Context: an optimization exercise on an open-source flow, tuned for small area and a short achievable clock period. The choices shown serve that exercise and are no tape-out recipe. RTL that was checked went through simulation tests only; none was proved equivalent to the original. No activity file was given, so power comes from the tool's default toggle rates.

Setup of lane 1:
==> flow/design.v <==
`timescale 1ns / 1ps
module WbBit(ls, bk, ns, nv, y);
	input [3:0] ls;       
	input [3:0] bk;       
	input ns;             
	input nv;
	output y;
	wire t0, t1;
	AOI222 u0 (.a1(ls[0]), .a2(bk[0]), .b1(ls[1]), .b2(bk[1]), .c1(ls[2]), .c2(bk[2]), .y(t0));
	AOI22  u1 (.a1(ls[3]), .a2(bk[3]), .b1(ns), .b2(nv), .y(t1));
	assign y = ~(t0 & t1);
endmodule
`timescale 1ns / 1ps
module AOI222(a1, a2, b1, b2, c1, c2, y);
	input a1, a2, b1, b2, c1, c2;
	output y;
	assign y = ~((a1 & a2) | (b1 & b2) | (c1 & c2));
endmodule
module AOI22(a1, a2, b1, b2, y);
	input a1, a2, b1, b2;
	output y;
	assign y = ~((a1 & a2) | (b1 & b2));
endmodule
module RegRead(sel, bsel, d, bd, out);
	input [31:1] sel;
	input bsel;
	input [32*32-1:32] d;      
	input [31:0] bd;
	output [31:0] out;
	genvar i, g;
	generate
		for (i = 0; i < 32; i = i + 1) begin : g_bit
			wire [10:0] t;
			for (g = 0; g < 10; g = g + 1) begin : g_aoi
				AOI222 u (.a1(sel[3*g+1]), .a2(d[32*(3*g+1)+i]),
				          .b1(sel[3*g+2]), .b2(d[32*(3*g+2)+i]),
				          .c1(sel[3*g+3]), .c2(d[32*(3*g+3)+i]), .y(t[g]));
			end
			AOI22 u31 (.a1(sel[31]), .a2(d[32*31+i]), .b1(bsel), .b2(bd[i]), .y(t[10]));
			assign out[i] = ~&t;
		end
	endgenerate
endmodule
module BypEq(x, y, v, e);
	input [4:0] x, y;
	input v;
	output e;
	assign e = v & (x == y) & (x != 5'd0);
endmodule
`timescale 1ns / 1ps
module BankRead(sel, d, out);
	input [15:0] sel;
	input [127:0] d;           
	output [7:0] out;
	genvar i, g;
	generate
		for (i = 0; i < 8; i = i + 1) begin : g_bit
			wire [5:0] t;
			for (g = 0; g < 5; g = g + 1) begin : g_aoi
				AOI222 u (.a1(sel[3*g]), .a2(d[8*(3*g)+i]),
				          .b1(sel[3*g+1]), .b2(d[8*(3*g+1)+i]),
				          .c1(sel[3*g+2]), .c2(d[8*(3*g+2)+i]), .y(t[g]));
			end
			assign t[5] = ~(sel[15] & d[8*15+i]);
			assign out[i] = ~&t;
		end
	endgenerate
endmodule
`timescale 1ns / 1ps
module MAIN2(rst, CLK, imem_addr, imem_data, wb_valid, wb_rd, wb_data, SALIDA);
	input rst;
	input CLK;
	output [11:0] imem_addr;
	input [31:0] imem_data;
	output reg wb_valid;
	output reg [4:0] wb_rd;
	output [31:0] wb_data;
	output reg [31:0] SALIDA;
	wire [31:0] ins = imem_data;
	wire [6:0] op  = ins[6:0];
	wire [4:0] rd  = ins[11:7];
	wire [2:0] f3  = ins[14:12];
	wire [4:0] rs1 = ins[19:15];
	wire [4:0] rs2 = ins[24:20];
	wire [6:0] f7  = ins[31:25];
	wire is_r    = (op == 7'b0110011);
	wire is_i    = (op == 7'b0010011);
	wire is_ld   = (op == 7'b0000011);
	wire is_st   = (op == 7'b0100011);
	wire is_br   = (op == 7'b1100011);
	wire is_jalr = (op == 7'b1100111);
	wire is_jal  = (op == 7'b1101111);
	wire is_lui  = (op == 7'b0110111);
	wire f7_0  = (f7 == 7'b0000000);
	wire f7_20 = (f7 == 7'b0100000);
	wire r_ok   = is_r & (f7_0 | f7_20);
	wire i_add  = is_i & (f3 == 3'b000);
	wire i_xor  = is_i & (f3 == 3'b100);
	wire i_and  = is_i & (f3 == 3'b111);
	wire i_sll  = is_i & (f3 == 3'b001);
	wire i_sr   = is_i & (f3 == 3'b101) & (f7_0 | f7_20);
	wire ld_bu  = is_ld & (f3 == 3'b100);
	wire ld_w   = is_ld & (f3 == 3'b010);
	wire st_w   = is_st & (f3 == 3'b010);
	wire st_b   = is_st & (f3 == 3'b000);
	wire wen = r_ok | i_add | i_xor | i_and | i_sll | i_sr | ld_bu | ld_w |
	           is_jal | is_jalr | is_lui;
	reg [32*32-1:32] rf;       
	genvar r;
	generate
		for (r = 1; r < 32; r = r + 1) begin : g_rf
			always @(posedge CLK)
				if (wb_valid && wb_rd == r) rf[32*r +: 32] <= wb_data;
		end
	endgenerate
	wire [31:1] pend, sel1, sel2;
	wire [3:0] lo1, lo2;
	wire [7:0] hi1, hi2;
	genvar q;
	generate
		for (q = 0; q < 4; q = q + 1) begin : g_lo
			assign lo1[q] = (rs1[1:0] == q);
			assign lo2[q] = (rs2[1:0] == q);
		end
		for (q = 0; q < 8; q = q + 1) begin : g_hi
			assign hi1[q] = (rs1[4:2] == q);
			assign hi2[q] = (rs2[4:2] == q);
		end
		for (r = 1; r < 32; r = r + 1) begin : g_sel
			assign pend[r] = wb_valid & (wb_rd == r);
			assign sel1[r] = lo1[r % 4] & hi1[r / 4] & ~pend[r];
			assign sel2[r] = lo2[r % 4] & hi2[r / 4] & ~pend[r];
		end
	endgenerate
	wire byp1, byp2;
	BypEq be1 (.x(rs1), .y(wb_rd), .v(wb_valid), .e(byp1));
	BypEq be2 (.x(rs2), .y(wb_rd), .v(wb_valid), .e(byp2));
	wire [31:0] a, b;
	RegRead rp1 (.sel(sel1), .bsel(byp1), .d(rf), .bd(wb_data), .out(a));
	RegRead rp2 (.sel(sel2), .bsel(byp2), .d(rf), .bd(wb_data), .out(b));
	wire [31:0] imm_i = {{20{ins[31]}}, ins[31:20]};
	wire [31:0] imm_s = {{20{ins[31]}}, ins[31:25], ins[11:7]};
	wire sub = is_r & f7_20;
	wire [31:0] opb = is_r ? (sub ? ~b : b) : imm_i;
	wire [31:0] sum = a + opb + {31'd0, sub};      
	wire [31:0] xo  = a ^ imm_i;
	wire [31:0] an  = a & imm_i;
	wire [4:0] sh = ins[24:20];
	wire [31:0] arev, srev;
	generate
		for (q = 0; q < 32; q = q + 1) begin : g_rev
			assign arev[q] = a[31-q];
			assign srev[q] = shr[31-q];
		end
	endgenerate
	wire left = ~f3[2];
	wire [31:0] shin = left ? arev : a;
	wire [31:0] shr = $signed({~left & f7[5] & a[31], shin}) >>> sh;
	wire [31:0] shv = left ? srev : shr;
	reg [511:0] mem;           
	wire [5:0] m = is_st ? {ins[25], ins[11:7]} : ins[25:20];
	wire [2:0] s2 = a[1:0] + m[1:0];
	wire [1:0] o = s2[1:0];
	wire [63:0] msel;          
	reg [63:0] msel_q;         
	wire [31:0] bo;            
	wire [31:0] wr;
	wire [63:0] b2 = {b, b};
	assign wr = b2[(6'd32 - {o, 3'b000}) +: 32];    
	wire gpio_hit;
	genvar j, k;
	generate
		for (j = 0; j < 4; j = j + 1) begin : g_bank
			wire [5:0] mj = m + 6'd3 - j;
			wire [5:2] x = a[5:2] ^ mj[5:2];
			wire [5:2] g = a[5:2] & mj[5:2];
			wire [5:2] p = a[5:2] | mj[5:2];
			wire c = (a[1] & mj[1]) | ((a[1] | mj[1]) & a[0] & mj[0]);
			for (k = 0; k < 16; k = k + 1) begin : g_row
				localparam [3:0] K = k;
				assign msel[16*j+k] = ((x[2] ^ K[0]) == c) &
				                      ((x[3] ^ K[1]) == (K[0] ? g[2] : p[2])) &
				                      ((x[4] ^ K[2]) == (K[1] ? g[3] : p[3])) &
				                      ((x[5] ^ K[3]) == (K[2] ? g[4] : p[4]));
			end
			wire bwe = ~rst & (st_w | (st_b & (o == j)));
			for (k = 0; k < 16; k = k + 1) begin : g_wr
				wire we = bwe & msel[16*j+k] & ((k != (16 - j) / 4) | ~gpio_hit);
				always @(posedge CLK)
					if (we) mem[8*(4*k+j) +: 8] <= wr[8*j +: 8];
			end
			wire [127:0] bank;
			for (k = 0; k < 16; k = k + 1) begin : g_bk
				assign bank[8*k +: 8] = mem[8*(4*k+j) +: 8];
			end
			BankRead br (.sel(msel_q[16*j +: 16]), .d(bank), .out(bo[8*j +: 8]));
		end
	endgenerate
	wire [15:0] lsel;          
	genvar i, t;
	generate
		for (i = 0; i < 4; i = i + 1) begin : g_lane
			for (t = 0; t < 4; t = t + 1) begin : g_ls
				assign lsel[4*i+t] = is_ld & (o == ((t - i) & 3)) & ((i == 0) | ~ld_bu);
			end
		end
	endgenerate
	localparam [31:0] GPIO_ADDR = 32'h0000ABCD;
	wire [31:0] need_c = a ^ imm_s ^ GPIO_ADDR;
	wire [31:0] gen_c  = {(GPIO_ADDR[30:0] & a[30:0] & imm_s[30:0]) |
	                      (~GPIO_ADDR[30:0] & (a[30:0] | imm_s[30:0])), 1'b0};
	assign gpio_hit = (need_c == gen_c);
	always @(posedge CLK) begin
		if (rst) SALIDA <= 32'd0;
		else if ((st_w | st_b) & gpio_hit) SALIDA <= b;
	end
	reg [11:0] pc;
	assign imem_addr = pc;
	wire [11:0] pc4 = pc + 12'd4;
	wire taken = is_jal | (is_br & (a != b));
	wire [9:0] joff = is_jal ? {ins[20], ins[30:22]} : {ins[7], ins[30:25], ins[11:9]};
	wire [11:0] target = pc + {joff, 2'b00};
	wire [11:0] npc = is_jalr ? {sum[11:2], 2'b00} : taken ? target : pc4;
	always @(posedge CLK) begin
		if (rst) pc <= 12'd0;
		else pc <= npc;
	end
	reg [31:0] other;          
	always @* begin
		other = sum;
		if (is_lui) other = {ins[31:12], 12'd0};
		else if (is_jal | is_jalr) other = {20'd0, pc4};
		else if (i_xor) other = xo;
		else if (i_and) other = an;
		else if (i_sll | i_sr) other = shv;
	end
	reg [31:0] other_q;
	reg [15:0] lsel_q;
	reg ns_q;
	always @(posedge CLK) begin
		msel_q <= msel;
		lsel_q <= lsel;
		ns_q <= ~is_ld;
		other_q <= other;
	end
	generate
		for (i = 0; i < 32; i = i + 1) begin : g_wb
			WbBit u (.ls(lsel_q[4*(i / 8) +: 4]),
			         .bk({bo[24 + i % 8], bo[16 + i % 8], bo[8 + i % 8], bo[i % 8]}),
			         .ns(ns_q), .nv(other_q[i]), .y(wb_data[i]));
		end
	endgenerate
	always @(posedge CLK) begin
		if (rst) wb_valid <= 1'b0;
		else wb_valid <= wen & (rd != 5'd0);
		wb_rd <= rd;
	end
endmodule
==> flow/config.mk <==
export PLATFORM = sky130hd
export DESIGN_NAME = MAIN2
export DESIGN_NICKNAME = MAIN2
export VERILOG_FILES = /design/flow/design.v
export SDC_FILE = /design/flow/constraint.sdc
export NUM_CORES = 4
export LEC_CHECK = 0
export CAP_MARGIN = 20
export CORE_MARGIN = 2
export CORE_UTILIZATION = 55
export CTS_CLUSTER_DIAMETER = 80
export CTS_CLUSTER_SIZE = 25
export SETUP_SLACK_MARGIN = 5
export SLEW_MARGIN = 20
export SYNTH_HIERARCHICAL = 1
export SYNTH_MINIMUM_KEEP_SIZE = 0
==> flow/constraint.sdc <==
create_clock -name core_clock -period 14.0 [get_ports {CLK}]
set_input_delay 2.8000 -clock core_clock [delete_from_list [all_inputs] [get_ports {CLK}]]
set_output_delay 2.8000 -clock core_clock [all_outputs]
set_load 0.01 [all_outputs]
standard.sh (not shown) runs the stock make flow with config.mk's settings and CLKGATE_MAP_FILE= SYNTH_SCRIPT=/design/flow/synth_recipe.tcl, a recipe that flattens the netlist after the stock synthesis.
==> flow/flow/run.sh <==
#!/bin/bash
set -euo pipefail
bash standard.sh MATCH_CELL_FOOTPRINT=0 SETUP_SLACK_MARGIN=7.5 finish > standard.log 2>&1
The following lists how lane 2 was set up differently from lane 1:
--- a/flow/design.v
+++ b/flow/design.v
@@ -1,6 +1,8 @@
 `timescale 1ns / 1ps
-module WbBit(ls, bk, ns, nv, y);
+module WbBit(ls, bk, ss, sv, ns, nv, y);
 	input [3:0] ls;       
 	input [3:0] bk;       
+	input ss;             
+	input sv;
 	input ns;             
 	input nv;
@@ -8,5 +10,5 @@
 	wire t0, t1;
 	AOI222 u0 (.a1(ls[0]), .a2(bk[0]), .b1(ls[1]), .b2(bk[1]), .c1(ls[2]), .c2(bk[2]), .y(t0));
-	AOI22  u1 (.a1(ls[3]), .a2(bk[3]), .b1(ns), .b2(nv), .y(t1));
+	AOI222 u1 (.a1(ls[3]), .a2(bk[3]), .b1(ss), .b2(sv), .c1(ns), .c2(nv), .y(t1));
 	assign y = ~(t0 & t1);
 endmodule
@@ -169,4 +171,11 @@
 	assign wr = b2[(6'd32 - {o, 3'b000}) +: 32];    
 	wire gpio_hit;
+	wire [3:0] sbe;            
+	reg [3:0] sbe_q;
+	reg [31:0] wr_q;
+	always @(posedge CLK) begin
+		sbe_q <= sbe;
+		wr_q <= wr;
+	end
 	genvar j, k;
 	generate
@@ -184,9 +193,8 @@
 				                      ((x[5] ^ K[3]) == (K[2] ? g[4] : p[4]));
 			end
-			wire bwe = ~rst & (st_w | (st_b & (o == j)));
+			assign sbe[j] = ~rst & ~gpio_hit & (st_w | (st_b & (o == j)));
 			for (k = 0; k < 16; k = k + 1) begin : g_wr
-				wire we = bwe & msel[16*j+k] & ((k != (16 - j) / 4) | ~gpio_hit);
 				always @(posedge CLK)
-					if (we) mem[8*(4*k+j) +: 8] <= wr[8*j +: 8];
+					if (sbe_q[j] && msel_q[16*j+k]) mem[8*(4*k+j) +: 8] <= wr_q[8*j +: 8];
 			end
 			wire [127:0] bank;
@@ -228,5 +236,5 @@
 	reg [31:0] other;          
 	always @* begin
-		other = sum;
+		other = 32'd0;
 		if (is_lui) other = {ins[31:12], 12'd0};
 		else if (is_jal | is_jalr) other = {20'd0, pc4};
@@ -235,11 +243,13 @@
 		else if (i_sll | i_sr) other = shv;
 	end
-	reg [31:0] other_q;
+	reg [31:0] sum_q, other_q;
 	reg [15:0] lsel_q;
-	reg ns_q;
+	reg ss_q, ns_q;
 	always @(posedge CLK) begin
 		msel_q <= msel;
 		lsel_q <= lsel;
-		ns_q <= ~is_ld;
+		ss_q <= r_ok | i_add;
+		ns_q <= is_lui | is_jal | is_jalr | i_xor | i_and | i_sll | i_sr;
+		sum_q <= sum;
 		other_q <= other;
 	end
@@ -248,5 +258,5 @@
 			WbBit u (.ls(lsel_q[4*(i / 8) +: 4]),
 			         .bk({bo[24 + i % 8], bo[16 + i % 8], bo[8 + i % 8], bo[i % 8]}),
-			         .ns(ns_q), .nv(other_q[i]), .y(wb_data[i]));
+			         .ss(ss_q), .sv(sum_q[i]), .ns(ns_q), .nv(other_q[i]), .y(wb_data[i]));
 		end
 	endgenerate
--- outcome ---
- Diff lane 1..lane 2 | aggregate global routing overflow | unchanged
- Lane 1 has a lower post-route clock period utilization than lane 2.
- Compared with lane 1, lane 2 is more frugal on power.
- X dimension of the die on lane 2 is up relative to lane 1.
- DRC marker count from the first detailed-route iteration shrinks by a few percent when moving from lane 1 to lane 2.
- Floorplan die area is higher on lane 2
- Area: lane 2 vs lane 1 -> lane 2 smaller
- Lane 2 against lane 1; combinational cell power is down by more than a quarter.
- Diff lane 1 -> lane 2: non-clock buffer instance count of the final layout shows an increase of 5, sequential cell area fraction in the yosys report shows an increase of 1.2 points.
Function not checked in lane 1: the RTL went through the layout flow alone.

-- port drivers added, routing unchanged --
The results above use ideal ports. As a check the final layouts listed here were re-extracted and re-timed, cells and wires unchanged. Step 1, drivers: a clkbuf_16 drives CLK and a buf_2 each remaining input, both assumed. Step 2 moves the port delays by t, midway between the first and last clock arrival at a register: inputs arrive t later, outputs are due t later. That takes back most of the time a late clock gives input paths. a / b / c = no drivers / after step 1 / after step 2; a / b = the first two.
| run | t, ns | setup slack, ns | pins driven straight from the clock port |
|---|---|---|---|
| lane 1 | 0.816 | 6.847 / 6.867 / 6.052 | 1 |
| lane 2 | 0.831 | 6.807 / 6.639 / 5.808 | 1 |
After both steps setup and hold are still met in every run listed. The setup slack of lane 2, which loses most, moves by -0.168 ns with the drivers and by -0.999 ns with both steps.
